Source: an optimization exercise on an open RTL-to-GDS flow (aim: small area). Production flows keep margins and buffers that such runs may drop.
Function was checked by simulation only, so behaviour that the tests miss may differ from the original.
No activity file was given, so power comes from the tool's default toggle rates.

Design top_level, start of the top module:
module top_level(clk,reset,btn_left,btn_right,sw_left,sw_right,rgb,h_sync,v_sync);
Size: about 690 cells after synthesis.
clock: 10.0 ns
lec_check: 0
cap_margin: 20
core_margin: 2
core_utilization: 50
cts_buf_list: sky130_fd_sc_hd__clkbuf_4 sky130_fd_sc_hd__clkbuf_8
slew_margin: 20
standard.sh (not shown) runs the stock make flow with config.mk's settings and CLKGATE_MAP_FILE= SYNTH_SCRIPT=/design/flow/synth_recipe.tcl, a recipe that flattens the netlist after the stock synthesis.
==> flow/flow/run.sh <==
#!/bin/bash
# Own layout flow:
#  1. the standard synthesis (standard.sh, up to 1_2_yosys.v);
#  2. the combinational logic between the synthesised flip-flops is mapped
#     again by ABC for area (flow/reopt.ys), from a few random seeds, keeping
#     the smallest; the flip-flops, their names and cell types are kept
#     exactly as synthesised;
#  3. the standard layout (standard.sh finish) from that netlist, with
#     plain buf_1 cells as the port buffers.
# Each tool's output goes to a log file of its own in the work folder.
set -euo pipefail
W=$(pwd)
R="$W/orfs/results/$FLOW_PLATFORM/top_level/base"
YOSYS="$FLOW_HOME/../tools/install/yosys/bin/yosys"
[[ -x "$YOSYS" ]] || YOSYS=$(command -v yosys)
LIB="$FLOW_HOME/platforms/$FLOW_PLATFORM/lib/sky130_fd_sc_hd__tt_025C_1v80.lib"

bash standard.sh "$R/1_2_yosys.v" > "$W/flow_synth.log" 2>&1
cp "$R/1_2_yosys.v" "$W/std_1_2_yosys.v"

# flip-flop cells the standard synthesis used: kept as black boxes
FFS=$(grep -o 'sky130_fd_sc_hd__[a-z0-9_]*' "$W/std_1_2_yosys.v" | sort -u | grep -E '__(df|edf|sdf|dl)' | tr '\n' ' ')
# cells the platform marks don't-use, as the standard synthesis passed them to ABC
DONT=$(grep -o -- '-dont_use [^ ]*' "$W/orfs/logs/$FLOW_PLATFORM/top_level/base/1_2_yosys.log" | sort -u | tr '\n' ' ')

best=""
best_area=""
for S in 1 2 3 4; do
  sed -e "s|@LIB@|$LIB|g" -e "s|@FFS@|$FFS|g" -e "s|@DONT@|$DONT|g" \
      -e "s|@T@|100|g" -e "s|@S@|$S|g" \
      -e "s|@IN@|$W/std_1_2_yosys.v|g" -e "s|@OUT@|$W/reopt_$S.v|g" \
      "$W/flow/reopt.ys" > "$W/reopt_$S.ys"
  "$YOSYS" -s "$W/reopt_$S.ys" > "$W/flow_reopt_$S.log" 2>&1 &
done
wait
for S in 1 2 3 4; do
  a=$(grep 'Chip area' "$W/flow_reopt_$S.log" | tail -1 | awk '{print $NF}') || continue
  [[ -n "$a" && -s "$W/reopt_$S.v" ]] || continue
  if [[ -z "$best" ]] || awk -v a="$a" -v b="$best_area" 'BEGIN{exit !(a < b)}'; then
    best=$S; best_area=$a
  fi
done
echo "reopt: seed $best, area $best_area" > "$W/flow_reopt.log"
cp "$W/reopt_$best.v" "$R/1_2_yosys.v"
touch "$R/1_2_yosys.v"
export BUFFER_PORTS_ARGS="-buffer_cell sky130_fd_sc_hd__buf_1"
bash standard.sh finish > "$W/flow_layout.log" 2>&1
Other scripts of this flow, unchanged in this note and not shown: flow/flow/reopt.ys
Next try:
Settings changed: CTS_BUF_LIST sky130_fd_sc_hd__clkbuf_4 sky130_fd_sc_hd__clkbuf_8 to sky130_fd_sc_hd__clkbuf_8.
=> The changed run finished clean. Final area is unchanged. Maximum frequency is unchanged. Setup slack stays the same. Via count is unchanged. Clock power stays flat. Worst hold slack is unchanged. Critical path depth does not change.

---

top_level, a different RTL version from the one above (not shown whole).
For scale: roughly 0.0049 mm² of cells after synthesis.
export LEC_CHECK = 0
export CAP_MARGIN = 20
export CORE_MARGIN = 2
export CORE_UTILIZATION = 50
export SLEW_MARGIN = 20
create_clock -name core_clock -period 10.0 [get_ports {clk}]
==> flow/flow/run.sh <==
#!/bin/bash
# Own layout flow:
#  1. the standard synthesis (standard.sh, up to 1_2_yosys.v);
#  2. the combinational logic between the synthesised flip-flops is mapped
#     again by ABC for area (flow/reopt.ys): two rounds of deepsyn (270 s each) from four
#     random seeds, then don't-care based resynthesis (mfs3) of the best in a
#     few variants; each result must be proved equivalent to the standard
#     synthesis (flow/equiv.ys) and the smallest proved one is kept. The
#     flip-flops, their names and cell types stay exactly as synthesised;
#  3. the standard layout (standard.sh finish) from that netlist, with
#     plain buf_1 cells as the port buffers and a clock tree of clkbuf_8
#     cells without dummy loads.
# Each tool's output goes to a log file of its own in the work folder.
set -uo pipefail
W=$(pwd)
R="$W/orfs/results/$FLOW_PLATFORM/top_level/base"
YOSYS="$FLOW_HOME/../tools/install/yosys/bin/yosys"
[[ -x "$YOSYS" ]] || YOSYS=$(command -v yosys)
LIB="$FLOW_HOME/platforms/$FLOW_PLATFORM/lib/sky130_fd_sc_hd__tt_025C_1v80.lib"

bash standard.sh "$R/1_2_yosys.v" > "$W/flow_synth.log" 2>&1 || exit 1
STD="$W/std_1_2_yosys.v"
cp "$R/1_2_yosys.v" "$STD"

# flip-flop cells the standard synthesis used: kept as black boxes
FFS=$(grep -o 'sky130_fd_sc_hd__[a-z0-9_]*' "$STD" | sort -u | grep -E '__(df|edf|sdf|dl)' | tr '\n' ' ')
# cells the platform marks don't-use, as the standard synthesis passed them to ABC
DONT=$(grep -o -- '-dont_use [^ ]*' "$W/orfs/logs/$FLOW_PLATFORM/top_level/base/1_2_yosys.log" | sort -u | tr '\n' ' ')

# reopt NAME IN SCRIPT: writes $W/NAME.v and $W/flow_NAME.log
reopt() {
  local script
  script=$(printf '%s' "$3" | sed 's/[&|\\]/\\&/g')
  sed -e "s|@LIB@|$LIB|g" -e "s|@FFS@|$FFS|g" -e "s|@DONT@|$DONT|g" \
      -e "s|@SCRIPT@|$script|g" -e "s|@IN@|$2|g" -e "s|@OUT@|$W/$1.v|g" \
      "$W/flow/reopt.ys" > "$W/$1.ys"
  "$YOSYS" -s "$W/$1.ys" > "$W/flow_$1.log" 2>&1 || rm -f "$W/$1.v"
}
# proved NAME: NAME.v does what the standard synthesis does
proved() {
  sed -e "s|@LIB@|$LIB|g" -e "s|@GOLD@|$STD|g" -e "s|@GATE@|$W/$1.v|g" \
      "$W/flow/equiv.ys" > "$W/equiv_$1.ys"
  "$YOSYS" -s "$W/equiv_$1.ys" > "$W/flow_equiv_$1.log" 2>&1
}
area() { grep 'Chip area' "$W/flow_$1.log" | tail -1 | awk '{print $NF}'; }

best="std"; best_area=999999999
cp "$STD" "$W/std.v"
pick() {
  for n in "$@"; do
    [[ -s "$W/$n.v" ]] || continue
    a=$(area "$n"); [[ -n "$a" ]] || continue
    if awk -v a="$a" -v b="$best_area" 'BEGIN{exit !(a < b)}' && proved "$n"; then
      best=$n; best_area=$a
    fi
  done
}

DS='strash;&get,-n;&st;&deepsyn,-T,270,-S,@A@;&dch;&nf,-a;&put;strash;&get,-n;&st;&deepsyn,-T,270,-S,@B@;&dch;&nf,-a;&put;topo;stime,-c'
for S in 1 2 3 4; do
  reopt "ds_$S" "$STD" "$(echo "$DS" | sed -e "s/@A@/$S/" -e "s/@B@/$((S + 10))/")" &
done
wait
pick ds_1 ds_2 ds_3 ds_4
A="$best"

M='strash;&get,-n;&st;&dch;&nf,-a;&put;'
reopt mfs_1 "$W/$A.v" "${M}mfs3,-ae;mfs3,-ae;topo;stime,-c" &
reopt mfs_2 "$W/$A.v" "${M}mfs3,-ae,-R,2;topo;stime,-c" &
reopt mfs_3 "$W/$A.v" "${M}mfs3,-ae,-K,8;topo;stime,-c" &
reopt mfs_4 "$W/$A.v" "${M}mfs3,-ae;topo;stime,-c" &
wait
pick mfs_1 mfs_2 mfs_3 mfs_4

echo "reopt: kept $best, area $best_area (deepsyn best $A)" > "$W/flow_reopt.log"
cp "$W/$best.v" "$R/1_2_yosys.v"
touch "$R/1_2_yosys.v"
export BUFFER_PORTS_ARGS="-buffer_cell sky130_fd_sc_hd__buf_1"
export CTS_ARGS="-sink_clustering_enable -repair_clock_nets -buf_list sky130_fd_sc_hd__clkbuf_8 -root_buf sky130_fd_sc_hd__clkbuf_8 -dont_use_dummy_load"
bash standard.sh finish > "$W/flow_layout.log" 2>&1
Other scripts of this flow, unchanged in this note and not shown: flow/flow/equiv.ys, flow/flow/reopt.ys
Rerun with:
--- a/flow/flow/run.sh
+++ b/flow/flow/run.sh
@@ -5 +5 @@
-#     again by ABC for area (flow/reopt.ys): two rounds of deepsyn (270 s each) from four
+#     again by ABC for area (flow/reopt.ys): two rounds of deepsyn from four
@@ -59 +59 @@
-DS='strash;&get,-n;&st;&deepsyn,-T,270,-S,@A@;&dch;&nf,-a;&put;strash;&get,-n;&st;&deepsyn,-T,270,-S,@B@;&dch;&nf,-a;&put;topo;stime,-c'
+DS='strash;&get,-n;&st;&deepsyn,-T,150,-S,@A@;&dch;&nf,-a;&put;strash;&get,-n;&st;&deepsyn,-T,150,-S,@B@;&dch;&nf,-a;&put;topo;stime,-c'
Via count goes up by about 0.4%.
Wire length goes up by 0.69%.
Setup slack improved by 0.48 ns.
Die area hardly moves.
Fmax goes up by about 8%.
Design area stays flat.
Cell count goes down by 0.37%.
Total power goes up by about 0.38%.
Flip-flop and latch count does not change.

afterwards: timing with drivers on the ports:
How much do the figures lean on ideal ports? The routed layouts below were timed once more, with nothing changed but the port constraints.
Step 1: set_driving_cell puts a clkbuf_16 on clk and a buf_2 on each other input, an assumption about the parent block.
Step 2, shift: input delay + t, output delay - t, t = (earliest + latest rising clock arrival at the registers) / 2. This alone moves slack from input paths to output paths.
Slacks: ideal ports / drivers / drivers and shift; pairs: ideal ports / drivers.
run | shift t [ns] | setup WS [ns] | slew at the worst register clock pin (ns)
the first run of note 1 | 0.414 | 2.847 / 2.811 / 3.225 | 0.10 / 0.10
the second run of note 1 | 0.414 | 2.847 / 2.811 / 3.225 | 0.10 / 0.10
the first run of note 2 | 0.396 | 3.370 / 3.338 / 3.734 | 0.09 / 0.09
the second run of note 2 | 0.374 | 3.845 / 3.814 / 4.188 | 0.08 / 0.08
After both steps every run listed still meets setup and hold.
